Context: an optimization exercise on an open-source flow, tuned for small area and a short achievable clock period. The choices shown serve that exercise and are no tape-out recipe. Function was checked by simulation only, so behaviour that the tests miss may differ from the original. No run shown here takes its clock network from TritonCTS; it comes from the design's own scripts or RTL. The clock input has no modelled driver; a real chip could not lean on it and would need a root buffer or a full tree. No activity file was given, so power comes from the tool's default toggle rates.

`design/flow/design.v`:
```
module fifo(
  input clk,
  input rst,
  input [7:0] buf_in,
  input wr_en,
  input rd_en,
  output reg [7:0] buf_out,
  output buf_empty,
  output reg buf_full,
  output [7:0] fifo_counter
);
  reg [7:0] wlo_n;
  reg [7:0] whi;
  reg [7:0] rlo;
  reg [7:0] rhi;
  reg [6:0] count;
  reg not_empty;
  reg [7:0] mem_n [0:63];
  assign fifo_counter = {1'b0, count};
  assign buf_empty = ~not_empty;
  wire wa = wr_en & ~buf_full;
  wire ra = rd_en & not_empty;
  wire [7:0] whi_n;
  wire [63:0] we;
  wire [63:0] rs_n;
  genvar g, b;
  generate
    for (g = 0; g < 8; g = g + 1) begin : gwhi
      fifo_nand3b u (.a_n(buf_full), .b(wr_en), .c(whi[g]), .y(whi_n[g]));
    end
    for (g = 0; g < 64; g = g + 1) begin : gdec
      fifo_nor2 u_we (.a(wlo_n[g % 8]), .b(whi_n[g / 8]), .y(we[g]));
      fifo_nand2 u_rs (.a(rlo[g % 8]), .b(rhi[g / 8]), .y(rs_n[g]));
    end
  endgenerate
  wire [7:0] buf_out_next;
  wire ra_n = ~ra;
  generate
    for (b = 0; b < 8; b = b + 1) begin : gbit
      wire [63:0] col_n;
      for (g = 0; g < 64; g = g + 1) begin : gcol
        assign col_n[g] = mem_n[g][b];
      end
      wire [3:0] r;
      fifo_sel64 u_sel (.s_n(rs_n), .d_n(col_n), .r(r));
      fifo_outsel u_out (.r(r), .ra(ra), .ra_n(ra_n), .q(buf_out[b]), .y(buf_out_next[b]));
    end
  endgenerate
  wire [7:0] buf_in_n = ~buf_in;
  generate
    for (g = 0; g < 64; g = g + 1) begin : gmem
      always @(posedge clk)
        if (we[g])
          mem_n[g] <= buf_in_n;
    end
  endgenerate
  wire up = wa & ~ra;
  wire dn = ra & ~wa;
  wire [6:0] cnt_inc = count + 7'd1;
  wire [6:0] cnt_dec = count - 7'd1;
  wire [6:0] count_next;
  generate
    for (g = 0; g < 7; g = g + 1) begin : gcnt
      fifo_mux4 u (.a(count[g]), .b(cnt_dec[g]), .c(cnt_inc[g]), .d(cnt_inc[g]),
                   .s0(dn), .s1(up), .y(count_next[g]));
    end
  endgenerate
  wire c63 = (count == 7'd63);
  wire ne1 = (count != 7'd1);
  wire full_next, ne_next;
  fifo_flags u_flags (.wr_en(wr_en), .rd_en(rd_en), .full(buf_full), .ne(not_empty),
                      .c63(c63), .ne1(ne1), .full_next(full_next), .ne_next(ne_next));
  always @(posedge clk or posedge rst) begin
    if (rst) begin
      wlo_n <= 8'b11111110;
      whi <= 8'b00000001;
      rlo <= 8'b00000001;
      rhi <= 8'b00000001;
      count <= 7'd0;
      buf_out <= 8'd0;
      not_empty <= 1'b0;
      buf_full <= 1'b0;
    end else begin
      if (wa) begin
        wlo_n <= {wlo_n[6:0], wlo_n[7]};
        if (!wlo_n[7]) whi <= {whi[6:0], whi[7]};
      end
      if (ra) begin
        rlo <= {rlo[6:0], rlo[7]};
        if (rlo[7]) rhi <= {rhi[6:0], rhi[7]};
      end
      buf_out <= buf_out_next;
      count <= count_next;
      not_empty <= ne_next;
      buf_full <= full_next;
    end
  end
endmodule
module fifo_sel64(
  input [63:0] s_n,
  input [63:0] d_n,
  output [3:0] r
);
  wire [31:0] p;      
  wire [15:0] q_n;
  genvar i;
  generate
    for (i = 0; i < 32; i = i + 1) begin : gp
      fifo_oai22 u (.a1(s_n[2*i]), .a2(d_n[2*i]), .b1(s_n[2*i+1]), .b2(d_n[2*i+1]), .y(p[i]));
    end
    for (i = 0; i < 16; i = i + 1) begin : gq
      fifo_nor2 u (.a(p[2*i]), .b(p[2*i+1]), .y(q_n[i]));
    end
    for (i = 0; i < 4; i = i + 1) begin : gr
      fifo_nand4 u (.a(q_n[4*i]), .b(q_n[4*i+1]), .c(q_n[4*i+2]), .d(q_n[4*i+3]), .y(r[i]));
    end
  endgenerate
endmodule
module fifo_outsel(
  input [3:0] r,
  input ra,
  input ra_n,
  input q,
  output y
);
  wire t0_n, t1_n, t2_n;
  fifo_oai21 u0 (.a1(r[0]), .a2(r[1]), .b1(ra), .y(t0_n));
  fifo_oai21 u1 (.a1(r[2]), .a2(r[3]), .b1(ra), .y(t1_n));
  fifo_nand2 u2 (.a(ra_n), .b(q), .y(t2_n));
  fifo_nand3 u3 (.a(t0_n), .b(t1_n), .c(t2_n), .y(y));
endmodule
module fifo_oai21(input a1, input a2, input b1, output y);
  assign y = ~((a1 | a2) & b1);
endmodule
module fifo_nand3(input a, input b, input c, output y);
  assign y = ~(a & b & c);
endmodule
module fifo_oai22(input a1, input a2, input b1, input b2, output y);
  assign y = ~((a1 | a2) & (b1 | b2));
endmodule
module fifo_nand4(input a, input b, input c, input d, output y);
  assign y = ~(a & b & c & d);
endmodule
module fifo_nand3b(input a_n, input b, input c, output y);
  assign y = ~(~a_n & b & c);
endmodule
module fifo_nand2(input a, input b, output y);
  assign y = ~(a & b);
endmodule
module fifo_nor2(input a, input b, output y);
  assign y = ~(a | b);
endmodule
module fifo_mux4(input a, input b, input c, input d, input s0, input s1, output y);
  assign y = s1 ? (s0 ? d : c) : (s0 ? b : a);
endmodule
module fifo_flags(input wr_en, input rd_en, input full, input ne, input c63, input ne1,
                  output full_next, output ne_next);
  assign full_next = ~rd_en & (full | (wr_en & c63));
  assign ne_next = wr_en | (ne & (~rd_en | ne1));
endmodule
```
`design/flow/flow/pre_cts.tcl`:
```
# Sourced by ORFS's cts.tcl before it calls clock_tree_synthesis: replaces
# TritonCTS with the tree of my_cts.tcl: 32 equal clusters of flip-flops,
# each driven by a clkbuf_8 at its centre; the leaf buffers are grouped by
# quadrant under 4 clkbuf_16, which the clock port drives.
source [file join [file dirname [info script]] my_cts.tcl]
rename clock_tree_synthesis orig_clock_tree_synthesis
proc clock_tree_synthesis {args} {
  set port [[ord::get_db_block] findBTerm clk]
  mycts_build [[$port getNet] getName] 5 -2 sky130_fd_sc_hd__clkbuf_16 sky130_fd_sc_hd__clkbuf_8
  set_propagated_clock [all_clocks]
}
```
`design/flow/constraint.sdc`:
```
create_clock -name core_clock -period 4.0 [get_ports {clk}]
set_input_delay 0.8000 -clock core_clock [delete_from_list [all_inputs] [get_ports {clk}]]
set_output_delay 0.8000 -clock core_clock [all_outputs]
set_load 0.01 [all_outputs]
```
`design/flow/flow/my_cts.tcl`:
```
proc mycts_bisect {pts depth axis} {
  if {$depth == 0 || [llength $pts] < 2} { return [list $pts] }
  set s [lsort -integer -index $axis $pts]
  set h [expr {[llength $s] / 2}]
  set a [lrange $s 0 [expr {$h - 1}]]
  set b [lrange $s $h end]
  set na [expr {1 - $axis}]
  return [concat [mycts_bisect $a [expr {$depth - 1}] $na] [mycts_bisect $b [expr {$depth - 1}] $na]]
}

proc mycts_centre {c} {
  set cx 0; set cy 0
  foreach p $c { set cx [expr {$cx + [lindex $p 0]}]; set cy [expr {$cy + [lindex $p 1]}] }
  return [list [expr {$cx / [llength $c]}] [expr {$cy / [llength $c]}]]
}

# Create buffer NAME of master M at (x, y) driving a new net NAME_net from
# input net IN; return the new net.
proc mycts_buffer {m name x y in} {
  set block [ord::get_db_block]
  set inst [odb::dbInst_create $block $m $name]
  set net [odb::dbNet_create $block ${name}_net]
  $net setSigType CLOCK
  $inst setLocation [expr {int($x)}] [expr {int($y)}]
  $inst setPlacementStatus PLACED
  [$inst findITerm A] connect $in
  [$inst findITerm X] connect $net
  return $net
}

proc mycts_build {clk_name depth mid master {leaf_master ""}} {
  set db [ord::get_db]
  set block [ord::get_db_block]
  set net [$block findNet $clk_name]
  set m [$db findMaster $master]
  if {$leaf_master == ""} { set leaf_master $master }
  set lm [$db findMaster $leaf_master]
  set pts {}
  foreach it [$net getITerms] {
    set b [[$it getInst] getBBox]
    lappend pts [list [expr {([$b xMin] + [$b xMax]) / 2}] [expr {([$b yMin] + [$b yMax]) / 2}] $it]
  }
  foreach it [$net getITerms] { $it disconnect }
  set die [$block getDieArea]
  set axis [expr {([$die dx] >= [$die dy]) ? 0 : 1}]
  set clusters [mycts_bisect $pts $depth $axis]
  # leaf cluster centres, as points for grouping
  set leaves {}
  set k 0
  foreach c $clusters {
    lassign [mycts_centre $c] cx cy
    lappend leaves [list $cx $cy $k $c]
    incr k
  }
  if {$mid < 0} {
    # no common root: the clock port drives 2^-mid group buffers directly
    set g 0
    foreach grp [mycts_bisect $leaves [expr {-$mid}] $axis] {
      lassign [mycts_centre $grp] gx gy
      set gnet [mycts_buffer $m clkbuf_root_$g $gx $gy $net]
      foreach l $grp {
        lassign $l cx cy idx c
        set lnet [mycts_buffer $lm clkbuf_leaf_$idx $cx $cy $gnet]
        foreach p $c { [lindex $p 2] connect $lnet }
      }
      incr g
    }
    puts "mycts: [llength $pts] sinks, [llength $clusters] leaf buffers, $g root buffers"
    return
  }
  lassign [mycts_centre $leaves] rx ry
  set rootnet [mycts_buffer $m clkbuf_root $rx $ry $net]
  if {$mid > 0} {
    set groups [mycts_bisect $leaves [expr {$depth - $mid}] $axis]
  } else {
    set groups [list $leaves]
  }
  set g 0
  foreach grp $groups {
    if {$mid > 0} {
      lassign [mycts_centre $grp] gx gy
      set gnet [mycts_buffer $m clkbuf_mid_$g $gx $gy $rootnet]
    } else {
      set gnet $rootnet
    }
    foreach l $grp {
      lassign $l cx cy idx c
      set lnet [mycts_buffer $lm clkbuf_leaf_$idx $cx $cy $gnet]
      foreach p $c { [lindex $p 2] connect $lnet }
    }
    incr g
  }
  puts "mycts: [llength $pts] sinks, [llength $clusters] leaf buffers, [llength $groups] groups"
}
```
`design/flow/flow/post_cts.tcl`:
```
# Sourced by ORFS's cts.tcl after its timing repair: recover the area of
# cells the repair made larger than the worst slack needs, then repair any
# slew or capacitance limit with ORFS's margins, and legalise.
source [file join [file dirname [info script]] downsize.tcl]
dn_run
repair_design -slew_margin $::env(SLEW_MARGIN) -cap_margin $::env(CAP_MARGIN) -match_cell_footprint
detailed_placement
check_placement -verbose
```
`design/flow/flow/run.sh`:
```
#!/bin/bash
# Standard ORFS layout (the standard.sh) with these changes to how it is made:
#  - ports are buffered with buf_2 cells instead of the slow delay-cell default
#  - the clock tree is flow/my_cts.tcl's (built in place of TritonCTS through
#    ORFS's PRE_CTS_TCL hook): 32 equal clusters of flip-flops, each under a
#    clkbuf_8, grouped by quadrant under 4 clkbuf_16 that the clock port drives
#  - after the timing repair in CTS and in global routing, flow/downsize.tcl
#    swaps each cell for the smallest drive strength that keeps the worst
#    setup slack, and repair_design then restores the slew and cap margins
# Each ORFS step writes its full log under orfs/logs; make's output goes to standard.log.
set -euo pipefail
export BUFFER_PORTS_ARGS="-buffer_cell sky130_fd_sc_hd__buf_2"
export PRE_CTS_TCL="$PWD/flow/pre_cts.tcl"
export POST_CTS_TCL="$PWD/flow/post_cts.tcl"
export POST_GLOBAL_ROUTE_TCL="$PWD/flow/post_grt.tcl"
bash standard.sh > standard.log 2>&1
```
`design/flow/flow/downsize.tcl`:
```
# Area recovery: visit every logic cell, largest first, and swap it for the
# smallest cell of the same function (same name stem, other drive strength)
# that keeps the worst setup slack and adds no slew or capacitance
# violation. Clock-tree cells and flip-flops are left alone.
proc dn_area {} {
  set a 0
  foreach i [[ord::get_db_block] getInsts] {
    set n [[$i getMaster] getName]
    if {[string match *tapvpwr* $n] || [string match *fill* $n] || [string match *decap* $n]} continue
    set a [expr {$a + [[$i getMaster] getArea] / 1e6}]
  }
  return $a
}

# Cell swaps invalidate the wire parasitics of the nets they touch, so
# every swap is followed by a fresh placement-based estimate.
proc dn_update {} {
  estimate_parasitics -placement
}

proc dn_run {{eps 0.001}} {
  dn_update
  set db [ord::get_db]
  set block [ord::get_db_block]
  # group library cells by stem
  set stems [dict create]
  foreach lib [$db getLibs] {
    foreach m [$lib getMasters] {
      set n [$m getName]
      if {[regexp {^(sky130_fd_sc_hd__[a-z0-9]+)_([0-9]+)$} $n -> stem sz]} {
        if {[llength [get_lib_cells -quiet $n]] == 0} continue
        if {[get_property [get_lib_cells $n] dont_use]} continue
        dict lappend stems $stem [list [$m getArea] $n]
      }
    }
  }
  set wns0 [worst_slack -max]
  set slew0 [sta::max_slew_violation_count]
  set cap0 [sta::max_capacitance_violation_count]
  set limit [expr {$wns0 - $eps}]
  set a0 [dn_area]
  set insts {}
  foreach i [$block getInsts] {
    set m [$i getMaster]
    set n [$m getName]
    if {![regexp {^(sky130_fd_sc_hd__[a-z0-9]+)_([0-9]+)$} $n -> stem sz]} continue
    if {[string match sky130_fd_sc_hd__clk* $n] || [string match sky130_fd_sc_hd__df* $n] || [string match sky130_fd_sc_hd__edf* $n]} continue
    if {[string match *tapvpwr* $n] || [string match *fill* $n] || [string match *decap* $n] || [string match *conb* $n]} continue
    if {[$i isDoNotTouch]} continue
    set onclk 0
    foreach it [$i getITerms] {
      set net [$it getNet]
      if {$net != "NULL" && [$net getSigType] == "CLOCK"} { set onclk 1 }
    }
    if {$onclk} continue
    lappend insts [list [$m getArea] [$i getName] $stem $n]
  }
  set changed 0
  foreach rec [lsort -integer -decreasing -index 0 $insts] {
    lassign $rec area name stem cur
    if {![dict exists $stems $stem]} continue
    set cands [lsort -integer -index 0 [dict get $stems $stem]]
    foreach c $cands {
      lassign $c carea cname
      if {$carea >= $area} break
      replace_cell $name $cname
      dn_update
      if {[worst_slack -max] >= $limit && [sta::max_slew_violation_count] <= $slew0 && [sta::max_capacitance_violation_count] <= $cap0} {
        incr changed
        set area -1
        break
      }
      replace_cell $name $cur
      dn_update
    }
  }
  puts "downsize: $changed cells smaller, area [format %.1f $a0] -> [format %.1f [dn_area]], wns [format %.4f $wns0] -> [format %.4f [worst_slack -max]]"
}
```
`design/flow/flow/post_grt.tcl`:
```
# Sourced by ORFS's global_route.tcl after its timing repair: the same area
# recovery as after CTS (on placement-based parasitics), then the nets are
# rerouted and slew and capacitance limits repaired on global-routing
# parasitics, and the route guides rewritten.
source [file join [file dirname [info script]] downsize.tcl]
global_route -start_incremental
dn_run
detailed_placement
global_route -end_incremental
estimate_parasitics -global_routing
global_route -start_incremental
repair_design -slew_margin $::env(SLEW_MARGIN) -cap_margin $::env(CAP_MARGIN) -match_cell_footprint
detailed_placement
global_route -end_incremental
estimate_parasitics -global_routing
check_placement -verbose
puts "post_grt: wns [worst_slack -max] slew violations [sta::max_slew_violation_count] cap violations [sta::max_capacitance_violation_count]"
write_guides $::env(RESULTS_DIR)/route.guide
```
`design/flow/config.mk`:
```
export PLATFORM = sky130hd
export DESIGN_NAME = fifo
export DESIGN_NICKNAME = fifo
export VERILOG_FILES = /design/flow/design.v
export SDC_FILE = /design/flow/constraint.sdc
export NUM_CORES = 4
export LEC_CHECK = 0
export CAP_MARGIN = 20
export CORE_MARGIN = 2
export CORE_UTILIZATION = 60
export CTS_CLUSTER_DIAMETER = 80
export CTS_CLUSTER_SIZE = 30
export PLACE_DENSITY = 0.75
export SETUP_SLACK_MARGIN = 2.35
export SLEW_MARGIN = 20
export SYNTH_HIERARCHICAL = 1
export SYNTH_MINIMUM_KEEP_SIZE = 0
```
`design/flow/standard.sh`:
```
#!/bin/bash
# synth_recipe.tcl (not shown) runs the flow's synth.tcl, then flattens the netlist and writes it again
# the make line also repeats each setting of config.mk as NAME=value (left out here)
make -C /OpenROAD-flow-scripts/flow DESIGN_CONFIG=/design/flow/config.mk WORK_HOME=/design/flow/orfs CLKGATE_MAP_FILE= SYNTH_SCRIPT=/design/flow/synth_recipe.tcl "${@:-finish}"
```
==> results of run 1 <==
modules after synthesis, one instance, submodules excluded, excerpt:
module	cell area, sq um	times used
fifo	17300	1
fifo_mux4	22.52	7
fifo_nand3b	7.507	8
fifo_nand4	6.256	32
fifo_oai22	6.256	256
fifo_oai21	5.005	16
fifo_nand2	3.754	72
fifo_nor2	3.754	192
cell type report:
type / count / share of cell area, %
multi-input combinational: 663 / 18.23
timing repair inverter: 3 / 0.09914
tap: 448 / 2.468
buffer: 36 / 2.379
sequential: 561 / 73.43
inverter: 14 / 0.3966
timing repair buffer: 129 / 2.996
worst max-delay path, cell delays in order (launching register included):
cell,delay (ns)
dfstp_4,0.49
buf_6,0.16
nand2_2,0.16
o22ai_1,0.13
nor2_1,0.28
nand4_1,0.22
o21ai_1,0.30
nand3_1,0.11
cell usage after synthesis:
master      n  share of area [%]
a21o_1      1              0.037
a21oi_1     1              0.024
buf_2       2              0.049
buf_4       2              0.073
buf_6       1              0.055
conb_1      1              0.018
dfrtp_1    39                4.8
dfstp_2    10                1.3
edfxtp_1  512                 75
ha_1        3               0.18
inv_1      14               0.26
mux2_2     31                1.7
mux4_2      7               0.77
nand2_1    79                1.5
nand2b_1    3              0.092
nand3_1    12               0.29
nand3b_1    9               0.33
nand4_1    32               0.98
nor2_1    195                3.6
nor2_2      2              0.061
nor2b_1     1              0.031
nor3_1      2              0.049
nor4_1      1              0.031
o21ai_0     1              0.024
o21ai_1    16               0.39
o22ai_1   256                7.8
o31ai_1     1              0.037
or4_4       1              0.055
xnor2_1     4               0.17
xor2_1      4               0.17
through the flow:
step | cells | setup WS [ns] | hold slack, ns | instance area, sq um
after floorplan | 1243 | 2.058 | 0.4903 | 20660
after global placement | 1723 | 1.347 | 0.4754 | 21380
after detailed placement | 1723 | 1.274 | 0.4858 | 21380
final | 1854 | 2.024 | 0.4053 | 22720
metal layers:
metal / up-vias / track usage [%]
met5: - / 0
met4: 0 / 10.85
met3: 143 / 6.091
met2: 921 / 44.61
met1: 6100 / 42.28
li1: 5258 / -
state kept, by name, summed over array words and instances, names as in the netlist:
signal and flops:
rhi 8, wlo_n 8, whi 8, buf_out 8, rlo 8, not_empty 1
buf_full 1, count 7, mem_n 512
path summary, 6_finish.rpt:
path / slack [ns] / endpoint / depth (start not counted)
worst max-delay path: 2.02 / buf_out[7]$_DFF_PP0_ / 7
worst min-delay path: 0.41 / rlo[1]$_DFFE_PP0P_ / 2
worst max register to register: 2.02 / buf_out[7]$_DFF_PP0_ / 7
worst min register to register: 0.56 / whi[3]$_DFFE_PP0P_ / 1
max in group asynchronous: 2.47 / rhi[7]$_DFFE_PP0P_ / 3
min in group core_clock: 0.56 / whi[3]$_DFFE_PP0P_ / 1
cell families after synthesis:
family / Yosys count / synth area share [%]
compound gates: 276 / 8.346
other cells: 1 / 0.01834
flops: 561 / 81.25
fa+ha+maj: 3 / 0.1836
mux: 38 / 2.478
simple gates: 337 / 6.951
buf+inv: 19 / 0.4344
xor+xnor: 8 / 0.3426
power by group:
| part | internal [mW] | switching [mW] | leakage (nW) | total [mW] |
|---|---|---|---|---|
| Clock | 0.911 | 1.55 | 0.279 | 2.46 |
| Sequential | 6.43 | 0.0596 | 5.20 | 6.49 |
| Combinational | 0.204 | 0.343 | 1.71 | 0.546 |
==> metrics.md, run 1 <==
| Metric | Value |
|---|---|
| Max VDD drop | 361.6 uV |
| Arrival @ worst endpoint | 2.20 ns |
| Sequential Area | 16680 sq um |
| Max Clock Freq | 506.2 MHz |
| Largest net degree at the start of global routing | 65 |
| Post-synth cell types | 30 |
| Core footprint | 33530 sq um |
| Commonest cells after routing, fill and taps aside | edfxtp_1 (512), o22ai_1 (255), nor2_1 (125) |
| Share of layout cells above drive strength 1 | 21.98% |
| Global-route wire length before repair | 76550 microns |
| Commonest non-fill, non-tap cell in the layout | edfxtp_1 |
| DRT iter0 DRCs | 1811 |
| Num rows | 67 |
| Crit share post-route | 49.39% |
| Met3 WL | 6894 microns |
| Syn avg cell area | 16.45 sq um |
| Final nets | 1423 |
| CTS clk-pin slew, worst paths | 0.11 ns |
| Via density | 6.700 |
| Tmin final | 1.976 ns |
| DR pass1 iterations | 6 |
| Vias in the first global route | 12010 |
| Overall Power | 9.501 mW |
| Worst Tran Pin Value | 0.9007 ns |
| Port bufs | 28 |
| Area grow syn2layout | 11.09% |
| Met2 routed WL | 24220 microns |
| Relative slew slack | 39.95% |
| Util after Layout | 67.75% |
| Die height | 188.6 microns |
| Final ANT Viol Nets | 0 |
| Top sig layer | met4 |
| Maxcap violations | 0 |
| Cell Area, Synth | 20450 sq um |
| DP Wirelength | 29110 microns |
| Hold crit path type | in -> async |
| Setup TNS | 0 ns |
| Total grt overflow | 0 |
| Crit end category | flop |
| Critical Path Start | rlo[0]$_DFFE_PP1P_ |
| Pwr per Cell Area | 418.2 nW/um^2 |
| Routed WL per cell | 28.45 microns |
| Status | finished clean |
| Worst reg2reg path startpoint | rlo[0]$_DFFE_PP1P_ |
| Max Slew Vio Count | 0 |
| Setup crit start kind | flop |
| Final hold vios | 0 |
| Max Clock Skew | 0.01990 ns |
| Clock latency (worst-skew pair) | 0.35 ns |
| Drt total wl | 52740 microns |
| Synthesized instance count | 1243 |
| Routability cong. | 0.8820 |
| LEAKAGE | 7.183 nW |
| Die ar. | 35570 sq um |
| Vias | 12420 |
| Metal-1 WL | 19290 microns |
| Fill cell count | 2271 |
| DIE WIDTH | 188.6 microns |
| Syn Nets | 1258 |
| Initial antenna violation count | 0 |
| Sequential fraction of the synthesis area | 81.25% |
| Multi-input logic area | 4141 sq um |
| #FFs+latches synth | 561 |
| Worst Path Required | 4.22 ns |
| YS warnings | 8 |
| Initial Util | 60.98% |
| Max FO, Critical Path | 8 |
| DRC errors left | 0 |
| Number of diodes | 0 |
| Critical path class | reg -> reg |
| GRT Total Usage | 29.20% |
| Finish-stage setup viols | 0 |
| IO Count | 30 |
==> run 2, diff against run 1 <==
--- a/design/flow/config.mk
+++ b/design/flow/config.mk
@@ -12,3 +12,2 @@
 export CTS_CLUSTER_SIZE = 30
-export PLACE_DENSITY = 0.75
 export SETUP_SLACK_MARGIN = 2.35
==> run 2 against run 1 <==
Die area did not move. Flip-flop and latch count is the same. Sequential power is essentially flat. Critical endpoint unchanged. Highest routed layer unchanged.
==> metrics.md, run 2 <==
| Metric | Value |
|---|---|
| Final ANT Viol Nets | 0 |
| Finish-stage setup viols | 0 |
| Sequential Area | 16680 sq um |
| Worst Tran Pin Value | 0.9570 ns |
| Critical path class | reg -> reg |
| Hold crit path type | in -> async |
| Top cells by area, synth | edfxtp_1 (75%), o22ai_1 (7.8%), dfrtp_1 (4.8%) |
| Crit end category | flop |
| Relative slew slack | 36.20% |
| DRT iter0 DRCs | 1528 |
| Inst Count DP | 1729 |
| DIE WIDTH | 188.6 microns |
| Routability cong. | 0.9024 |
| Top-area cell type share of the netlist area | 75.19% |
| Count leader, synth | edfxtp_1 |
| LEAKAGE | 7.408 nW |
| Commonest cells after routing, fill and taps aside | edfxtp_1 (512), o22ai_1 (254), nor2_1 (117) |
| Synthesized instance count | 1243 |
| Max Slew Vio Count | 0 |
| Post-synth EDFFs | 512 |
| Multi-input logic area | 4273 sq um |
| Syn Nets | 1258 |
| Util after Layout | 68.45% |
| Sequential fraction of design power | 67.8% |
| Initial Util | 60.98% |
| Sw Share | 20.82% |
| Pwr per Cell Area | 416.1 nW/um^2 |
| Comb power frac | 6.2% |
| Vias | 12390 |
| Num rows | 67 |
| Cell Int Power | 7.561 mW |
| Die height | 188.6 microns |
| Clock power frac | 26.0% |
| Core footprint | 33530 sq um |
| Initial antenna violation count | 0 |
| Fin Hold WS | 0.4593 ns |
| Commonest non-fill, non-tap cell in the layout | edfxtp_1 |
| Placement Setup Slack | 1.207 ns |
| Sequential fraction of the synthesis area | 81.25% |
| Vias in the first global route | 12000 |
| Number of flip-flops in the largest register | 512 |
| Async SR Flop Fraction | 8.734% |
| GRT Total Usage | 31.71% |
| Die ar. | 35570 sq um |
| Top cells by count, synth | edfxtp_1 (512), o22ai_1 (256), nor2_1 (195) |
| Max Clock Skew | 0.01767 ns |
| Setup crit start kind | flop |
| Max VDD drop | 326.8 uV |
| DR pass1 iterations | 5 |
| Top_reg_cell synth | edfxtp_1 |
| CTS clk-pin slew, worst paths | 0.11 ns |
| Cell taking the most area after synthesis | edfxtp_1 |
| Port bufs | 28 |
| Number of diodes | 0 |
| IO Count | 30 |
| Status | finished clean |
| YS warnings | 8 |
| Top reg by flops | mem_n |
| Cell Area, Synth | 20450 sq um |
| Clock latency (worst-skew pair) | 0.35 ns |
| Maxcap violations | 0 |
| Total grt overflow | 0 |
| Area grow syn2layout | 12.24% |
| Final std cells w/o fill | 1872 |
| Max Clock Freq | 535.7 MHz |
| DP Wirelength | 31730 microns |
| Switch Pwr | 1.989 mW |
| Max FO, Critical Path | 8 |
| Via density | 6.619 |
| Arrival @ worst endpoint | 2.10 ns |
| Share of layout cells above drive strength 1 | 24.30% |
| #FFs+latches synth | 561 |
| DRC errors left | 0 |
| Crit share post-route | 46.67% |
| Setup ws final | 2.133 ns |
| Final nets | 1441 |
| Largest net degree at the start of global routing | 65 |
| Syn avg cell area | 16.45 sq um |
| Routed WL per cell | 30.19 microns |
| Post-synth cell types | 30 |
| Final hold vios | 0 |
| Drt total wl | 56530 microns |
| Tmin final | 1.867 ns |
| Global-route wire length before repair | 80300 microns |
| Setup TNS | 0 ns |
| Worst Path Required | 4.24 ns |
| Fill cell count | 2392 |
==> run 2: path summary, 6_finish.rpt <==
path                                     from                   end  slack [ns]  depth (start not counted)
max                        rlo[4]$_DFFE_PP0P_  buf_out[7]$_DFF_PP0_        2.13                          7
min                                       rst    count[3]$_DFF_PP0_        0.46                          2
max reg2reg                rlo[4]$_DFFE_PP0P_  buf_out[7]$_DFF_PP0_        2.13                          7
min reg2reg                whi[5]$_DFFE_PP0P_    whi[6]$_DFFE_PP0P_        0.56                          1
max in group asynchronous                 rst    rhi[5]$_DFFE_PP0P_        2.70                          3
min in group core_clock    whi[5]$_DFFE_PP0P_    whi[6]$_DFFE_PP0P_        0.56                          1
==> run 2: modules after synthesis (local to each module, per instance), a selection <==
| module | cells inside | cell area [sq um] | times used | flops+latches |
|---|---|---|---|---|
| fifo | 648 | 17300 | 1 | 561 |
| fifo_flags | 4 | 22.52 | 1 | 0 |
| fifo_mux4 | 1 | 22.52 | 7 | 0 |
| fifo_nand2 | 1 | 3.754 | 72 | 0 |
| fifo_nand3 | 1 | 5.005 | 8 | 0 |
| fifo_nand3b | 1 | 7.507 | 8 | 0 |
| fifo_nand4 | 1 | 6.256 | 32 | 0 |
| fifo_nor2 | 1 | 3.754 | 192 | 0 |
| fifo_oai21 | 1 | 5.005 | 16 | 0 |
| fifo_oai22 | 1 | 6.256 | 256 | 0 |
==> run 2: logic make-up (layout without fill, tap and decap cells) <==
| logic type | Yosys count | in the layout | synth area share (%) |
|---|---|---|---|
| compound gates | 276 | 276 | 8.346 |
| xor+xnor | 8 | 8 | 0.3426 |
| buf+inv | 19 | 200 | 0.4344 |
| fa+ha+maj | 3 | 3 | 0.1836 |
| mux | 38 | 38 | 2.478 |
| flops | 561 | 561 | 81.25 |
| simple gates | 337 | 337 | 6.951 |
| other cells | 1 | 1 | 0.01834 |
==> run 2: cell type report <==
| type | instances | share of cell area (%) |
|---|---|---|
| buffer | 36 | 2.355 |
| timing repair inverter | 6 | 0.1744 |
| inverter | 14 | 0.3925 |
| tap | 448 | 2.442 |
| multi-input combinational | 663 | 18.62 |
| sequential | 561 | 72.68 |
| timing repair buffer | 144 | 3.336 |
==> run 2: worst max-delay path, stage by stage, from the launching register on <==
cell     delay [ns]
dfrtp_4        0.58
buf_1          0.19
nand2_2        0.17
o22ai_1        0.10
nor2_1         0.24
nand4_1        0.18
o21ai_1        0.21
nand3_1        0.09
==> run 2: power by group through the flow <==
stage | Clock [mW] | Combinational, mW | Sequential [mW]
3_5_place_dp | 0 | 0.446 | 6.64
3_3_place_gp | 0 | 0.439 | 6.64
6_report | 2.48 | 0.591 | 6.48
2_1_floorplan | 0 | 0.302 | 6.62
==> run 2: per-layer routing <==
metal / part of all wire (%) / vias to the layer above / GRT usage (%)
met5: 0 / - / 0
met2: 47 / 786 / 50.14
met3: 10 / 108 / 5.234
met4: 3.9 / 0 / 11.00
met1: 39 / 6185 / 45.61
li1: - / 5311 / -
==> run 2: through the flow <==
stage               area, sq um  power [mW]
floorplan                 20660       6.923
global placement          21430       7.079
detailed placement        21430       7.085
finish                    22950       9.550
==> run 3, diff against run 2 <==
==> design/flow/flow/post_grt.tcl (replaced) <==
# Sourced by ORFS's global_route.tcl after its timing repair: only report.
puts "post_grt: wns [worst_slack -max] slew violations [sta::max_slew_violation_count] cap violations [sta::max_capacitance_violation_count]"
==> run 3 against run 2 <==
Core utilization up 3.5 points. Sequential share of layout area decreased by 3.6 points. Area after synthesis is the same. Sequential power is essentially flat. Die area unchanged. Clock power about the same. Routed wire length about the same. Design area increased by 5.2%. First-iteration DRC count decreased by 6.7%. Final cell count did not move. Critical path depth unchanged. Largest cell class unchanged.
==> metrics.md, run 3 <==
| Metric | Value |
|---|---|
| Worst Tran Pin Value | 0.7948 ns |
| Post-synth EDFFs | 512 |
| Routed WL per cell | 30.21 microns |
| Placement Setup Slack | 1.207 ns |
| Vias | 12540 |
| Area grow syn2layout | 18.05% |
| Relative slew slack | 47.02% |
| Async SR Flop Fraction | 8.734% |
| Final ANT Viol Nets | 0 |
| Max Clock Skew | 0.01603 ns |
| Via density | 6.701 |
| Util after Layout | 71.99% |
| YS warnings | 8 |
| Final nets | 1441 |
| Max Clock Freq | 546.2 MHz |
| Core footprint | 33530 sq um |
| Crit end category | flop |
| DIE WIDTH | 188.6 microns |
| Status | finished clean |
| Final hold vios | 0 |
| Initial Util | 60.98% |
| Setup crit start kind | flop |
| DRC errors left | 0 |
| LEAKAGE | 8.017 nW |
| Synthesized instance count | 1243 |
| Cell taking the most area after synthesis | edfxtp_1 |
| Clock latency (worst-skew pair) | 0.35 ns |
| #FFs+latches synth | 561 |
| Top cells by count, synth | edfxtp_1 (512), o22ai_1 (256), nor2_1 (195) |
| Worst Path Required | 4.23 ns |
| Post-synth cell types | 30 |
| Maxcap violations | 0 |
| Global-route wire length before repair | 80300 microns |
| Largest net degree at the start of global routing | 65 |
| DR pass1 iterations | 5 |
| Top-area cell type share of the netlist area | 75.19% |
| DP Wirelength | 31730 microns |
| Overall Power | 9.650 mW |
| Vias in the first global route | 12000 |
| Routability cong. | 0.9024 |
| Die ar. | 35570 sq um |
| Share of layout cells above drive strength 1 | 30.90% |
| Max Slew Vio Count | 0 |
| GRT Total Usage | 31.71% |
| CTS clk-pin slew, worst paths | 0.11 ns |
| Pwr per Cell Area | 399.7 nW/um^2 |
| Commonest cells after routing, fill and taps aside | edfxtp_1 (512), o22ai_1 (234), nor2_1 (108) |
| Critical path class | reg -> reg |
| Top reg by flops | mem_n |
| Max FO, Critical Path | 8 |
| Max VDD drop | 325.5 uV |
| Setup TNS | 0 ns |
| Sequential fraction of the synthesis area | 81.25% |
| Top_reg_cell synth | edfxtp_1 |
| Die height | 188.6 microns |
| Number of flip-flops in the largest register | 512 |
| Total grt overflow | 0 |
| Reg2Reg Setup Slack | 2.17 ns |
| Num rows | 67 |
| Tmin final | 1.831 ns |
| Top cells by area, synth | edfxtp_1 (75%), o22ai_1 (7.8%), dfrtp_1 (4.8%) |
| Drt total wl | 56550 microns |
| Crit share post-route | 45.77% |
| Finish-stage setup viols | 0 |
| Number of diodes | 0 |
| Cell Area, Synth | 20450 sq um |
| Syn Nets | 1258 |
| Setup ws final | 2.169 ns |
| Commonest non-fill, non-tap cell in the layout | edfxtp_1 |
| Hold crit path type | in -> async |
| IO Count | 30 |
| Initial antenna violation count | 0 |
| Syn avg cell area | 16.45 sq um |
| Port bufs | 28 |
| Arrival @ worst endpoint | 2.06 ns |
| Count leader, synth | edfxtp_1 |
| DRT iter0 DRCs | 1426 |
## run 3: path summary, 6_finish.rpt
check | depth (start not counted) | from | to
hold reg to reg | 1 | whi[5]$_DFFE_PP0P_ | whi[6]$_DFFE_PP0P_
min in group core_clock | 1 | whi[5]$_DFFE_PP0P_ | whi[6]$_DFFE_PP0P_
setup reg to reg | 7 | rlo[3]$_DFFE_PP0P_ | buf_out[3]$_DFF_PP0_
setup / recovery | 7 | rlo[3]$_DFFE_PP0P_ | buf_out[3]$_DFF_PP0_
hold / removal | 2 | rst | count[3]$_DFF_PP0_
max in group asynchronous | 3 | rst | rhi[5]$_DFFE_PP0P_
## run 3: final cells by class
cell class / instances / area, sq um
inverters: 14 / 90.09
repair inverters: 6 / 40.04
repair buffers: 144 / 1106
fillers: 2176 / 9393
multi-input cells: 663 / 5120
flip-flops and latches: 561 / 16680
well taps: 448 / 560.5
plain buffers: 36 / 540.5
## run 3: critical path, cell delays in order, from the launching register on
cell     delay, ns
dfrtp_4       0.62
buf_4         0.21
nand2_4       0.11
o22ai_1       0.10
nor2_1        0.17
nand4_1       0.21
o21ai_2       0.20
nand3_1       0.09
## run 3: metrics by stage
| step | cells | hold WS [ns] | cell area [sq um] |
|---|---|---|---|
| finish | 1872 | 0.4591 | 24140 |
| detailed placement | 1729 | 0.5361 | 21430 |
| floorplan | 1243 | 0.4903 | 20660 |
| global placement | 1729 | 0.5318 | 21430 |
## run 3: metal layers
layer / up-vias / GRT usage, % / wire [microns]
met1: 6321 / 45.61 / 22420
met4: 0 / 11.00 / 2384
met3: 125 / 5.234 / 5119
met5: - / 0 / 0
li1: 5324 / - / -
met2: 774 / 50.14 / 26620
## run 3: power by group
group / leakage (nW) / switching (mW) / internal [mW]
clock: 0.279 / 1.56 / 0.912
sequential: 5.20 / 0.0538 / 6.43
combinational: 2.54 / 0.396 / 0.300
total: 8.02 / 2.01 / 7.64
## run 3: modules after synthesis (local to each module, per instance), a selection
module | cells | times used
fifo_mux4 | 1 | 7
fifo_oai22 | 1 | 256
fifo | 648 | 1
fifo_nand4 | 1 | 32
fifo_nand3b | 1 | 8
fifo_nand3 | 1 | 8
fifo_flags | 4 | 1
fifo_nand2 | 1 | 72
fifo_nor2 | 1 | 192
fifo_oai21 | 1 | 16
## run 3: logic make-up (layout without fill, tap and decap cells)
family	Yosys count	in the layout	synth area share [%]
other	1	1	0.01834
adder cells (fa/ha/maj)	3	3	0.1836
AO/OA/AOI/OAI	276	276	8.346
multiplexers	38	38	2.478
buffers and inverters	19	200	0.4344
AND/OR/NAND/NOR	337	337	6.951
flip-flops	561	561	81.25
XOR/XNOR	8	8	0.3426
==> run 4, diff against run 3 <==
--- a/design/flow/flow/downsize.tcl
+++ b/design/flow/flow/downsize.tcl
@@ -20,3 +20,3 @@
 
-proc dn_run {{eps 0.001}} {
+proc dn_run {{eps 0.001} {period 0}} {
   dn_update
@@ -58,2 +58,4 @@
   set changed 0
+  set a_cur $a0
+  set w_cur $wns0
   foreach rec [lsort -integer -decreasing -index 0 $insts] {
@@ -67,3 +69,11 @@
       dn_update
-      if {[worst_slack -max] >= $limit && [sta::max_slew_violation_count] <= $slew0 && [sta::max_capacitance_violation_count] <= $cap0} {
+      set w [worst_slack -max]
+      if {$period > 0} {
+        set a_new [expr {$a_cur - ($area - $carea) / 1e6}]
+        set ok [expr {$a_new * ($period - $w) <= $a_cur * ($period - $w_cur)}]
+      } else {
+        set ok [expr {$w >= $limit}]
+      }
+      if {$ok && [sta::max_slew_violation_count] <= $slew0 && [sta::max_capacitance_violation_count] <= $cap0} {
+        if {$period > 0} { set a_cur $a_new; set w_cur $w }
         incr changed
==> design/flow/flow/post_grt.tcl (replaced) <==
# Sourced by ORFS's global_route.tcl after its timing repair: the same area
# recovery as after CTS (on placement-based parasitics), then the nets are
# rerouted and slew and capacitance limits repaired on global-routing
# parasitics, and the route guides rewritten.
source [file join [file dirname [info script]] downsize.tcl]
global_route -start_incremental
dn_run 0.001 4.0
detailed_placement
global_route -end_incremental
estimate_parasitics -global_routing
global_route -start_incremental
repair_design -slew_margin $::env(SLEW_MARGIN) -cap_margin $::env(CAP_MARGIN) -match_cell_footprint
detailed_placement
global_route -end_incremental
estimate_parasitics -global_routing
check_placement -verbose
puts "post_grt: wns [worst_slack -max] slew violations [sta::max_slew_violation_count] cap violations [sta::max_capacitance_violation_count]"
write_guides $::env(RESULTS_DIR)/route.guide
==> run 4 against run 3 <==
Synthesized cell count unchanged. Largest power group unchanged. First-iteration DRC count increased by 7.2%. Routed wire length about the same. Largest cell class unchanged. Area after synthesis unchanged. Maximum frequency decreased by 2.1%. Combinational power decreased by 15%. Total power decreased by 1.2%.
==> metrics.md, run 4 <==
| Metric | Value |
|---|---|
| Top_reg_cell synth | edfxtp_1 |
| Commonest non-fill, non-tap cell in the layout | edfxtp_1 |
| Finish-stage setup viols | 0 |
| DR pass1 iterations | 5 |
| Syn Nets | 1258 |
| CTS clk-pin slew, worst paths | 0.11 ns |
| Max Slew Vio Count | 0 |
| Routability cong. | 0.9024 |
| Fill cell count | 2392 |
| Max stage delay on crit path | 0.52 ns |
| DRC errors left | 0 |
| GRT Total Usage | 31.71% |
| DRT iter0 DRCs | 1529 |
| Status | finished clean |
| Util after Layout | 68.66% |
| Post-synth EDFFs | 512 |
| Top-area cell type share of the netlist area | 75.19% |
| DP Wirelength | 31730 microns |
| Core footprint | 33530 sq um |
| Arrival @ worst endpoint | 2.10 ns |
| Crit share post-route | 46.77% |
| Die height | 188.6 microns |
| Initial antenna violation count | 0 |
| Worst path buffer plus inverter count | 1 |
| Total grt overflow | 0 |
| Final nets | 1441 |
| Cell breakdown of the critical path | buf_4 > nand2_4 > o22ai_1 > nor2_2 > nand4_1 > o21ai_1 > nand3_1 |
| Count leader, synth | edfxtp_1 |
| Hold crit path type | in -> async |
| Max Clock Skew | 0.01767 ns |
| Worst Path Required | 4.23 ns |
| Cell Area, Synth | 20450 sq um |
| IO Count | 30 |
| Clock latency (worst-skew pair) | 0.35 ns |
| Largest net degree at the start of global routing | 65 |
| Cell taking the most area after synthesis | edfxtp_1 |
| #FFs+latches synth | 561 |
| Setup crit start kind | flop |
| Async SR Flop Fraction | 8.734% |
| Max VDD drop | 325.5 uV |
| YS warnings | 8 |
| Max FO, Critical Path | 8 |
| Area grow syn2layout | 12.60% |
| Critical path class | reg -> reg |
| Crit end category | flop |
| Share of layout cells above drive strength 1 | 24.23% |
| Worst Tran Pin Value | 0.9294 ns |
| Sequential fraction of the synthesis area | 81.25% |
| Syn avg cell area | 16.45 sq um |
| Num rows | 67 |
| Final hold vios | 0 |
| Relative slew slack | 38.04% |
| Slowest cell on crit path | dfrtp_4 |
| Final ANT Viol Nets | 0 |
| Initial Util | 60.98% |
| Synthesized instance count | 1243 |
| Pwr per Cell Area | 414.2 nW/um^2 |
| Routed WL per cell | 30.21 microns |
| Top sig layer | met4 |
| Via density | 6.586 |
| Die ar. | 35570 sq um |
| LEAKAGE | 7.506 nW |
| Top cells by count, synth | edfxtp_1 (512), o22ai_1 (256), nor2_1 (195) |
| Global-route wire length before repair | 80300 microns |
| Post-synth cell types | 30 |
| Drt total wl | 56590 microns |
| Vias in the first global route | 12000 |
| Met2 routed WL | 26830 microns |
| Top reg by flops | mem_n |
| Setup TNS | 0 ns |
| Commonest cells after routing, fill and taps aside | edfxtp_1 (512), o22ai_1 (254), nor2_1 (119) |
| DIE WIDTH | 188.6 microns |
| Metal-1 WL | 21970 microns |
| Vias | 12340 |
| Number of flip-flops in the largest register | 512 |
| Met3 WL | 5652 microns |
| Max Clock Freq | 534.6 MHz |
| Port bufs | 28 |
| Top cells by area, synth | edfxtp_1 (75%), o22ai_1 (7.8%), dfrtp_1 (4.8%) |
| Tmin final | 1.871 ns |
| Maxcap violations | 0 |
| Cell family with most CP delay | simple AND/OR/NAND/NOR gates |
run 4: cell counts after synthesis:
No cell type changed its count.
run 4: power breakdown:
group | switching [mW] | internal (mW) | leakage, nW
Combinational | 0.372 | 0.219 | 2.03
Clock | 1.56 | 0.912 | 0.279
Sequential | 0.0466 | 6.43 | 5.20
run 4: worst paths after layout:
path	from	to	slack, ns	depth (start not counted)
max	rlo[5]$_DFFE_PP0P_	buf_out[3]$_DFF_PP0_	2.13	7
min in group core_clock	whi[5]$_DFFE_PP0P_	whi[6]$_DFFE_PP0P_	0.56	1
max in group asynchronous	rst	rhi[5]$_DFFE_PP0P_	2.70	3
min reg2reg	whi[5]$_DFFE_PP0P_	whi[6]$_DFFE_PP0P_	0.56	1
min	rst	count[3]$_DFF_PP0_	0.46	2
max reg2reg	rlo[5]$_DFFE_PP0P_	buf_out[3]$_DFF_PP0_	2.13	7
run 4: through the flow:
stage	cells	area, sq um	setup slack, ns	power [mW]	hold slack, ns
2_1_floorplan	1243	20660	2.058	6.923	0.4903
3_5_place_dp	1729	21430	1.207	7.085	0.5361
6_report	1873	23020	2.129	9.537	0.4611
3_3_place_gp	1729	21430	1.285	7.079	0.5318
run 4: logic make-up after synthesis:
group / synth area share [%]
xor+xnor: 0.3426
mux: 2.478
flops: 81.25
compound gates: 8.346
fa+ha+maj: 0.1836
other cells: 0.01834
buf+inv: 0.4344
simple gates: 6.951
run 4: cell type report:
cell class              instances  area, sq um  area share, %
diodes                          1        2.502        0.01087
plain buffers                  36        540.5          2.348
inverters                      14        90.09         0.3913
multi-input cells             663         4333          18.82
flip-flops and latches        561        16680          72.45
well taps                     448        560.5          2.435
repair buffers                144        775.7          3.369
repair inverters                6        40.04         0.1739
run 4: worst register-to-register path, cell delays in order (launching register included):
cell and delay [ns]:
dfrtp_4 0.52, buf_4 0.20, nand2_4 0.12, o22ai_1 0.12
nor2_2 0.18, nand4_1 0.22, o21ai_1 0.29, nand3_1 0.10
run 4: Yosys stat by module, one instance, submodules excluded, a selection:
module / cells inside / flip-flops and latches / area [sq um]
fifo: 648 / 561 / 17300
fifo_flags: 4 / 0 / 22.52
fifo_mux4: 1 / 0 / 22.52
fifo_nand2: 1 / 0 / 3.754
fifo_nand3: 1 / 0 / 5.005
fifo_nand3b: 1 / 0 / 7.507
fifo_nand4: 1 / 0 / 6.256
fifo_nor2: 1 / 0 / 3.754
fifo_oai21: 1 / 0 / 5.005
fifo_oai22: 1 / 0 / 6.256
run 4: metal layers:
metal | GRT usage [%] | vias to the layer above
met1 | 45.61 | 6192
met2 | 50.14 | 743
met4 | 11.00 | 0
met5 | 0 | -
met3 | 5.234 | 96
li1 | - | 5304
==> run 5, diff against run 4 <==
--- a/design/flow/flow/post_cts.tcl
+++ b/design/flow/flow/post_cts.tcl
@@ -4,3 +4,3 @@
 source [file join [file dirname [info script]] downsize.tcl]
-dn_run
+dn_run 0.001 4.0
 repair_design -slew_margin $::env(SLEW_MARGIN) -cap_margin $::env(CAP_MARGIN) -match_cell_footprint
--- a/design/flow/config.mk
+++ b/design/flow/config.mk
@@ -12,3 +12,3 @@
 export CTS_CLUSTER_SIZE = 30
-export SETUP_SLACK_MARGIN = 2.35
+export SETUP_SLACK_MARGIN = 2.5
 export SLEW_MARGIN = 20
==> run 5 against run 4 <==
Clock skew increased by 0.0021 ns. Total power increased by 0.31%. Worst setup slack got worse by 0.076 ns. Sequential share of layout area about the same. Sequential power about the same. Highest routed layer unchanged. Area after synthesis unchanged.
==> metrics.md, run 5 <==
| Metric | Value |
|---|---|
| Vias in the first global route | 11940 |
| Post-synth EDFFs | 512 |
| Post-synthesis compound-gate area fraction | 8.346% |
| Overall Power | 9.567 mW |
| Slowest cell on crit path | dfrtp_2 |
| Commonest cells after routing, fill and taps aside | edfxtp_1 (512), o22ai_1 (255), nor2_1 (134) |
| Die height | 188.6 microns |
| Die ar. | 35570 sq um |
| Routability cong. | 0.8927 |
| Number of flip-flops in the largest register | 512 |
| Cell taking the most area after synthesis | edfxtp_1 |
| Total grt overflow | 0 |
| #FFs+latches synth | 561 |
| Final ANT Viol Nets | 0 |
| Max FO, Critical Path | 8 |
| Crit end category | flop |
| Initial antenna violation count | 0 |
| Synthesized instance count | 1243 |
| Drt total wl | 57320 microns |
| Max stage delay on crit path | 0.47 ns |
| Multiplexer share of the synthesized area | 2.478% |
| Setup ws final | 2.053 ns |
| Arrival @ worst endpoint | 2.17 ns |
| Sequential fraction of the synthesis area | 81.25% |
| Top-area cell type share of the netlist area | 75.19% |
| Initial Util | 60.98% |
| Xor and xnor fraction of the mapped netlist area | 0.3427% |
| Async SR Flop Fraction | 8.734% |
| Relative slew slack | 28.18% |
| DP Wirelength | 31760 microns |
| LEAKAGE | 7.321 nW |
| Core footprint | 33530 sq um |
| Max Clock Skew | 0.01982 ns |
| Hold crit path type | in -> async |
| Max Clock Freq | 513.6 MHz |
| Number of diodes | 0 |
| Setup TNS | 0 ns |
| IO Count | 30 |
| Num rows | 67 |
| Count leader, synth | edfxtp_1 |
| DRT iter0 DRCs | 1651 |
| Share of layout cells above drive strength 1 | 21.56% |
| CTS clk-pin slew, worst paths | 0.11 ns |
| Top_reg_cell synth | edfxtp_1 |
| Multi-input logic area | 4198 sq um |
| Top cells by count, synth | edfxtp_1 (512), o22ai_1 (256), nor2_1 (195) |
| R2R depth | 7 |
| Routed WL per cell | 29.88 microns |
| Syn avg cell area | 16.45 sq um |
| Status | finished clean |
| Top cells by area, synth | edfxtp_1 (75%), o22ai_1 (7.8%), dfrtp_1 (4.8%) |
| YS warnings | 8 |
| DIE WIDTH | 188.6 microns |
| Final nets | 1487 |
| Largest net degree at the start of global routing | 44 |
| Max Slew Vio Count | 0 |
| Commonest non-fill, non-tap cell in the layout | edfxtp_1 |
| Worst Path Required | 4.23 ns |
| Fill cell count | 2355 |
| Largest family of logic cells by synthesized area | compound AO/OA/AOI/OAI gates |
| Maxcap violations | 0 |
| Post-synth cell types | 30 |
| Adder-cell share of the synthesized area | 0.1836% |
| DRC errors left | 0 |
| Top reg by flops | mem_n |
| GRT Total Usage | 31.47% |
| Crit share post-route | 48.67% |
| Fin Hold WS | 0.4830 ns |
| Max VDD drop | 305.6 uV |
| Port bufs | 28 |
| Tmin final | 1.947 ns |
| Sequential Area | 16680 sq um |
| Final hold vios | 0 |
| Setup crit start kind | flop |
| Placement Setup Slack | 1.223 ns |
| DR pass1 iterations | 5 |
| Clock latency (worst-skew pair) | 0.35 ns |
| Critical path class | reg -> reg |
| Pwr per Cell Area | 415.6 nW/um^2 |
| Cell Area, Synth | 20450 sq um |
| Cell breakdown of the critical path | buf_1 > nand2_2 > o22ai_1 > nor2_1 > nand4_1 > o21ai_1 > nand3_1 |
| Via density | 6.552 |
| Finish-stage setup viols | 0 |
| Syn Nets | 1258 |
| Global-route wire length before repair | 80290 microns |
| Area grow syn2layout | 12.58% |
| Worst Tran Pin Value | 1.077 ns |
| Vias | 12570 |
| Simple-gate share of the synthesized area | 6.951% |
## run 5: kinds of logic after synthesis
| kind of cell | after synthesis |
|---|---|
| other cells | 1 |
| xor+xnor | 8 |
| mux | 38 |
| compound gates | 276 |
| fa+ha+maj | 3 |
| flops | 561 |
| buf+inv | 19 |
| simple gates | 337 |
## run 5: layer usage
layer	GRT usage (%)	vias to the layer above	wire length, microns
met5	0	-	0
met4	9.615	0	1961
met3	4.060	105	5380
met2	49.46	761	26890
met1	46.97	6303	23080
li1	-	5397	-
## run 5: report_power, final
group	leakage, nW	switching [mW]	internal, mW
Clock	0.279	1.57	0.912
Sequential	5.20	0.0509	6.43
Combinational	1.85	0.381	0.221
## run 5: path summary, 6_finish.rpt
kind	start	to	slack, ns
max	rhi[1]$_DFFE_PP0P_	buf_out[7]$_DFF_PP0_	2.05
max in group asynchronous	rst	wlo_n[2]$_DFFE_PP1P_	2.67
max reg2reg	rhi[1]$_DFFE_PP0P_	buf_out[7]$_DFF_PP0_	2.05
min reg2reg	buf_out[5]$_DFF_PP0_	buf_out[5]$_DFF_PP0_	0.49
min	rst	count[0]$_DFF_PP0_	0.48
min in group core_clock	buf_out[5]$_DFF_PP0_	buf_out[5]$_DFF_PP0_	0.49
## run 5: final cells by class
type / count / area share, %
well taps: 448 / 2.435
plain buffers: 36 / 2.348
flip-flops and latches: 561 / 72.48
inverters: 14 / 0.3913
repair inverters: 5 / 0.1631
multi-input cells: 664 / 18.23
repair buffers: 190 / 3.951
## run 5: through the flow
stage | instance area (sq um) | util [%] | cells
floorplan | 20690 | - | 1243
global placement | 21460 | 64.00 | 1731
detailed placement | 21460 | 64.00 | 1731
finish | 23020 | 68.65 | 1918
## run 5: critical path: cells and delay by family, from the launching register on
family,cells,cell delay [ns]
AOI/OAI and AO/OA,2,0.38
buffers and inverters,1,0.24
DFF,1,0.47
and+or+nand+nor,4,0.74
## run 5: Yosys stat by module, one instance, submodules excluded, excerpt
| module | flops+latches | times used |
|---|---|---|
| fifo_oai21 | 0 | 16 |
| fifo_nor2 | 0 | 192 |
| fifo_nand4 | 0 | 32 |
| fifo_mux4 | 0 | 7 |
| fifo_nand3b | 0 | 8 |
| fifo_nand2 | 0 | 72 |
| fifo_oai22 | 0 | 256 |
| fifo_flags | 0 | 1 |
| fifo_nand3 | 0 | 8 |
| fifo | 561 | 1 |
==> run 6, diff against run 5 <==
--- a/design/flow/config.mk
+++ b/design/flow/config.mk
@@ -12,3 +12,3 @@
 export CTS_CLUSTER_SIZE = 30
-export SETUP_SLACK_MARGIN = 2.5
+export SETUP_SLACK_MARGIN = 2.35
 export SLEW_MARGIN = 20
==> run 6 against run 5 <==
Still clean on timing, DRC and antenna. Total power down 0.21%. Clock skew about the same. Sequential share of layout area about the same. First-iteration DRC count down 5.3%. Critical path depth unchanged. Sequential power about the same. Largest power group unchanged.
==> metrics.md, run 6 <==
| Metric | Value |
|---|---|
| Global-route wire length before repair | 80270 microns |
| Setup TNS | 0 ns |
| Max FO, Critical Path | 8 |
| DP Wirelength | 31730 microns |
| Port bufs | 28 |
| Total grt overflow | 0 |
| Crit end category | flop |
| Largest net degree at the start of global routing | 65 |
| YS warnings | 8 |
| Count leader, synth | edfxtp_1 |
| Top_reg_cell synth | edfxtp_1 |
| Critical path class | reg -> reg |
| Max VDD drop | 302.1 uV |
| Largest family of logic cells by synthesized area | compound AO/OA/AOI/OAI gates |
| Initial antenna violation count | 0 |
| Max Clock Skew | 0.01973 ns |
| Top cells by count, synth | edfxtp_1 (512), o22ai_1 (256), nor2_1 (195) |
| Worst Tran Pin Value | 0.9341 ns |
| Multiplexer share of the synthesized area | 2.478% |
| Adder-cell share of the synthesized area | 0.1836% |
| Final hold vios | 0 |
| Post-synth cell types | 30 |
| Crit share post-route | 46.40% |
| Syn Nets | 1258 |
| GRT Total Usage | 31.69% |
| Pwr per Cell Area | 415.0 nW/um^2 |
| Async SR Flop Fraction | 8.734% |
| Reg-to-reg endpoint | buf_out[3]$_DFF_PP0_ |
| Top cells by area, synth | edfxtp_1 (75%), o22ai_1 (7.8%), dfrtp_1 (4.8%) |
| Top-area cell type share of the netlist area | 75.19% |
| Vias | 12310 |
| DRC errors left | 0 |
| Number of diodes | 0 |
| Commonest cells after routing, fill and taps aside | edfxtp_1 (512), o22ai_1 (254), nor2_1 (120) |
| DRT iter0 DRCs | 1564 |
| Number of flip-flops in the largest register | 512 |
| Cell Area, Synth | 20450 sq um |
| Simple-gate share of the synthesized area | 6.951% |
| Max Slew Vio Count | 0 |
| Commonest non-fill, non-tap cell in the layout | edfxtp_1 |
| Arrival @ worst endpoint | 2.10 ns |
| Clock latency (worst-skew pair) | 0.35 ns |
| Core footprint | 33530 sq um |
| Die height | 188.6 microns |
| CTS clk-pin slew, worst paths | 0.11 ns |
| #FFs+latches synth | 561 |
| Post-synthesis compound-gate area fraction | 8.346% |
| Syn avg cell area | 16.45 sq um |
| Top reg by flops | mem_n |
| Routability cong. | 0.9024 |
| Status | finished clean |
| Routed WL per cell | 30.19 microns |
| DR pass1 iterations | 8 |
| Maxcap violations | 0 |
| DIE WIDTH | 188.6 microns |
| Xor and xnor fraction of the mapped netlist area | 0.3427% |
| Worst Path Required | 4.24 ns |
| Synthesized instance count | 1243 |
| Setup crit start kind | flop |
| Util after Layout | 68.60% |
| Final ANT Viol Nets | 0 |
| Num rows | 67 |
| Finish-stage setup viols | 0 |
| Final nets | 1437 |
| Sequential fraction of the synthesis area | 81.25% |
| Initial Util | 60.98% |
| Cell taking the most area after synthesis | edfxtp_1 |
| Max Clock Freq | 538.7 MHz |
| Vias in the first global route | 12010 |
| R2R depth | 7 |
| Relative slew slack | 37.72% |
| Hold crit path type | in -> async |
| Via density | 6.592 |
| Tmin final | 1.856 ns |
| IO Count | 30 |
| Worst reg2reg path startpoint | rlo[3]$_DFFE_PP0P_ |
| Area grow syn2layout | 12.49% |
| Reg2Reg Setup Slack | 2.14 ns |
| LEAKAGE | 7.459 nW |
| Share of layout cells above drive strength 1 | 24.58% |
| Die ar. | 35570 sq um |
| Drt total wl | 56400 microns |
| Post-synth EDFFs | 512 |
## run 6: cell families (layout without fill, tap and decap cells)
| group | Yosys count | after routing |
|---|---|---|
| compound gates | 276 | 276 |
| mux | 38 | 38 |
| xor+xnor | 8 | 8 |
| buf+inv | 19 | 196 |
| flops | 561 | 561 |
| other cells | 1 | 1 |
| simple gates | 337 | 337 |
| fa+ha+maj | 3 | 3 |
## run 6: power by group
group	internal, mW	switching [mW]	leakage (nW)	total [mW]
combinational	0.219	0.371	1.98	0.591
sequential	6.43	0.0467	5.20	6.48
clock	0.912	1.57	0.279	2.48
total	7.56	1.99	7.46	9.55
## run 6: layer usage
metal / routed length [microns] / GRT usage (%) / up-vias
met3: 5797 / 5.215 / 105
met4: 1997 / 11.63 / 0
li1: - / - / 5305
met5: 0 / 0 / -
met2: 26680 / 49.84 / 776
met1: 21930 / 45.57 / 6128
## run 6: area by class of cell
cell class	instances	area, sq um
plain buffers	36	540.5
fillers	2382	10530
inverters	14	90.09
multi-input cells	663	4332
flip-flops and latches	561	16680
well taps	448	560.5
repair buffers	140	757.0
repair inverters	6	40.04
## run 6: modules after synthesis (local to each module, per instance), a selection
| module | cells inside | flip-flops and latches | times used | area, sq um |
|---|---|---|---|---|
| fifo_nand3 | 1 | 0 | 8 | 5.005 |
| fifo_nand4 | 1 | 0 | 32 | 6.256 |
| fifo | 648 | 561 | 1 | 17300 |
| fifo_nor2 | 1 | 0 | 192 | 3.754 |
| fifo_oai21 | 1 | 0 | 16 | 5.005 |
| fifo_nand3b | 1 | 0 | 8 | 7.507 |
| fifo_mux4 | 1 | 0 | 7 | 22.52 |
| fifo_nand2 | 1 | 0 | 72 | 3.754 |
| fifo_oai22 | 1 | 0 | 256 | 6.256 |
| fifo_flags | 4 | 0 | 1 | 22.52 |
## run 6: stage by stage
step / power, mW / cell area (sq um) / setup WS, ns / hold WS (ns) / std cells
3_5_place_dp: 7.085 / 21430 / 1.207 / 0.5361 / 1729
3_3_place_gp: 7.079 / 21430 / 1.285 / 0.5318 / 1729
6_report: 9.547 / 23000 / 2.144 / 0.4595 / 1868
2_1_floorplan: 6.923 / 20660 / 2.058 / 0.4903 / 1243
## run 6: worst max-delay path, stage by stage (launching register included)
cell and delay, ns:
dfrtp_4 0.59, buf_2 0.20, nand2_4 0.12, o22ai_1 0.11
nor2_1 0.19, nand4_1 0.21, o21ai_1 0.23, nand3_1 0.10
## run 6: how the worst max path moves through the flow
stage / start / end / depth (start not counted)
finish: rlo[3]$_DFFE_PP0P_ / buf_out[3]$_DFF_PP0_ / 7
detailed placement: wr_en / mem_n[36][7]$_DFFE_PP_ / 3
global placement: wr_en / mem_n[30][2]$_DFFE_PP_ / 3
floorplan: wr_en / count[0]$_DFF_PP0_ / 4
==> run 7, diff against run 6 <==
--- a/design/flow/flow/run.sh
+++ b/design/flow/flow/run.sh
@@ -7,4 +7,5 @@
 #  - after the timing repair in CTS and in global routing, flow/downsize.tcl
-#    swaps each cell for the smallest drive strength that keeps the worst
-#    setup slack, and repair_design then restores the slew and cap margins
+#    swaps each cell for the smallest drive strength that does not raise
+#    area x (4 ns - worst setup slack), and repair_design then restores the
+#    slew and cap margins
 # Each ORFS step writes its full log under orfs/logs; make's output goes to standard.log.
--- a/design/flow/flow/downsize.tcl
+++ b/design/flow/flow/downsize.tcl
@@ -1,5 +1 @@
-# Area recovery: visit every logic cell, largest first, and swap it for the
-# smallest cell of the same function (same name stem, other drive strength)
-# that keeps the worst setup slack and adds no slew or capacitance
-# violation. Clock-tree cells and flip-flops are left alone.
 proc dn_area {} {
==> design/flow/flow/post_cts.tcl (replaced) <==
source [file join [file dirname [info script]] downsize.tcl]
dn_run 0.001 4.0
repair_design -slew_margin $::env(SLEW_MARGIN) -cap_margin $::env(CAP_MARGIN) -match_cell_footprint
detailed_placement
check_placement -verbose
--- a/design/flow/config.mk
+++ b/design/flow/config.mk
@@ -12,3 +12,3 @@
 export CTS_CLUSTER_SIZE = 30
-export SETUP_SLACK_MARGIN = 2.35
+export SETUP_SLACK_MARGIN = 2.2
 export SLEW_MARGIN = 20
==> run 7 against run 6 <==
Still clean. Global-route usage down 0.93 points. Die area stayed put. Synthesized cell count unchanged.
==> metrics.md, run 7 <==
| Metric | Value |
|---|---|
| Maxcap violations | 0 |
| Die height | 188.6 microns |
| Setup crit start kind | flop |
| Largest net degree at the start of global routing | 40 |
| DIE WIDTH | 188.6 microns |
| LEAKAGE | 7.177 nW |
| Critical path class | reg -> reg |
| Final std cells w/o fill | 1849 |
| Top-area cell type share of the netlist area | 75.19% |
| Initial Util | 60.98% |
| Util after Layout | 67.54% |
| Post-synth EDFFs | 512 |
| DP Wirelength | 31900 microns |
| DRT iter0 DRCs | 1560 |
| #FFs+latches synth | 561 |
| DRC errors left | 0 |
| Setup TNS | 0 ns |
| Port bufs | 28 |
| Count leader, synth | edfxtp_1 |
| Syn avg cell area | 16.45 sq um |
| Sequential fraction of the synthesis area | 81.25% |
| Finish-stage setup viols | 0 |
| Final ANT Viol Nets | 0 |
| Top reg by flops | mem_n |
| Top sig layer | met4 |
| Vias in the first global route | 11700 |
| Arrival @ worst endpoint | 2.14 ns |
| Max Slew Vio Count | 0 |
| Cell taking the most area after synthesis | edfxtp_1 |
| Fill cell count | 2385 |
| Global-route wire length before repair | 78400 microns |
| Met2 routed WL | 25790 microns |
| Tmin final | 1.907 ns |
| Worst Tran Pin Value | 1.069 ns |
| IO Count | 30 |
| Crit share post-route | 47.68% |
| Post-synth cell types | 30 |
| Drt total wl | 56190 microns |
| Syn Nets | 1258 |
| Die ar. | 35570 sq um |
| Hold crit path type | in -> async |
| Final nets | 1418 |
| Finished Cell Area | 22650 sq um |
| Metal-1 WL | 22730 microns |
| Number of flip-flops in the largest register | 512 |
| Routed WL per cell | 30.39 microns |
| Max Clock Freq | 524.3 MHz |
| Met3 WL | 5463 microns |
| Inst Count DP | 1729 |
| Max FO, Critical Path | 8 |
| Final hold vios | 0 |
| Top cells by count, synth | edfxtp_1 (512), o22ai_1 (256), nor2_1 (195) |
| Total grt overflow | 0 |
| CTS clk-pin slew, worst paths | 0.10 ns |
| Top_reg_cell synth | edfxtp_1 |
| Crit end category | flop |
| Cell Area, Synth | 20450 sq um |
| Num rows | 67 |
| YS warnings | 8 |
| Status | finished clean |
| Commonest non-fill, non-tap cell in the layout | edfxtp_1 |
| Core footprint | 33530 sq um |
| Multi-input logic area | 4110 sq um |
| Placed instance area | 21290 sq um |
| Max Clock Skew | 0.02292 ns |
| Clock latency (worst-skew pair) | 0.36 ns |
| Share of layout cells above drive strength 1 | 21.91% |
| Vias | 12310 |
| Top cells by area, synth | edfxtp_1 (75%), o22ai_1 (7.8%), dfrtp_1 (4.8%) |
| Worst Path Required | 4.23 ns |
| Initial antenna violation count | 0 |
| Via density | 6.655 |
| Number of diodes | 0 |
| Relative slew slack | 28.72% |
| Async SR Flop Fraction | 8.734% |
| Area grow syn2layout | 10.76% |
| DR pass1 iterations | 5 |
| Commonest cells after routing, fill and taps aside | edfxtp_1 (512), o22ai_1 (256), nor2_1 (126) |
| Pwr per Cell Area | 419.3 nW/um^2 |
| Routability cong. | 0.9367 |
| Max VDD drop | 357.4 uV |
| Synthesized instance count | 1243 |
| GRT Total Usage | 30.76% |
| Sequential Area | 16680 sq um |
==> run 7: changes by cell type in the layout (fill, tap and decap cells not counted), moves of 3 or more <==
| cell | before | now |
|---|---|---|
| nand2_1 | 22 | 37 |
| nand2_4 | 17 | 9 |
| nand2_8 | 4 | 1 |
| buf_1 | 62 | 57 |
| inv_1 | 1 | 4 |
| inv_2 | 3 | 0 |
| clkbuf_2 | 19 | 6 |
| nor2_2 | 64 | 70 |
| nor2_4 | 13 | 1 |
| nand2_2 | 36 | 32 |
| nor2_1 | 120 | 126 |
==> run 7: stage by stage <==
step	hold slack [ns]	power (mW)	setup slack [ns]
floorplan	0.4903	6.923	2.058
global placement	0.4731	7.081	1.375
detailed placement	0.4812	7.089	1.325
finish	0.4975	9.498	2.093
==> run 7: cells by family after synthesis <==
family                     after synthesis  share of synthesized area [%]
buffers and inverters                   19                         0.4344
adders and majority gates                3                         0.1836
other                                    1                        0.01834
DFF                                    561                          81.25
xor gates and xnor gates                 8                         0.3426
and+or+nand+nor                        337                          6.951
AOI/OAI and AO/OA                      276                          8.346
muxes                                   38                          2.478
==> run 7: worst max-delay path, stage by stage (launching register included) <==
cell and delay, ns:
dfrtp_4 0.50, buf_4 0.18, nand2_2 0.14, o22ai_1 0.11, nor2_1 0.20, nand4_1 0.21, o21ai_1 0.32, nand3_1 0.12
==> run 7: per-module statistics from Yosys (local to each module, per instance), excerpt <==
module	flops+latches	cell area [sq um]	cells	copies in the design
fifo_nand4	0	6.256	1	32
fifo_nor2	0	3.754	1	192
fifo_oai22	0	6.256	1	256
fifo_nand2	0	3.754	1	72
fifo_mux4	0	22.52	1	7
fifo_oai21	0	5.005	1	16
fifo_flags	0	22.52	4	1
fifo_nand3	0	5.005	1	8
fifo	561	17300	648	1
fifo_nand3b	0	7.507	1	8
==> run 7: where the power goes <==
part / internal, mW / switching [mW] / total (mW)
Clock: 0.912 / 1.57 / 2.49
Combinational: 0.194 / 0.324 / 0.518
Sequential: 6.43 / 0.0637 / 6.49
==> run 7: cell type report <==
cell class | instances | area share (%)
timing repair inverter | 9 | 0.2541
timing repair buffer | 118 | 2.707
sequential | 561 | 73.63
buffer | 36 | 2.386
tap | 448 | 2.475
multi-input combinational | 663 | 18.15
inverter | 14 | 0.3977
==> run 7: layer usage <==
| layer | track usage [%] | up-vias |
|---|---|---|
| met5 | 0 | - |
| met4 | 9.946 | 0 |
| met3 | 4.433 | 137 |
| met2 | 47.58 | 711 |
| met1 | 46.04 | 6197 |
| li1 | - | 5260 |
==> run 7: final timing paths <==
path	startpoint	end	slack [ns]	depth (start not counted)
max	rlo[6]$_DFFE_PP0P_	buf_out[5]$_DFF_PP0_	2.09	7
min	rst	count[1]$_DFF_PP0_	0.50	2
max reg2reg	rlo[6]$_DFFE_PP0P_	buf_out[5]$_DFF_PP0_	2.09	7
min reg2reg	not_empty$_DFF_PP0_	not_empty$_DFF_PP0_	0.51	1
max in group asynchronous	rst	rhi[7]$_DFFE_PP0P_	2.54	3
min in group core_clock	not_empty$_DFF_PP0_	not_empty$_DFF_PP0_	0.51	1

Check on run 7: ideal ports give 2.093 ns setup slack; a clkbuf_16 on the clock port and buf_2 on the inputs give 2.093 ns; moving port delays by the midpoint clock arrival (0.463 ns) as well gives 1.743 ns.
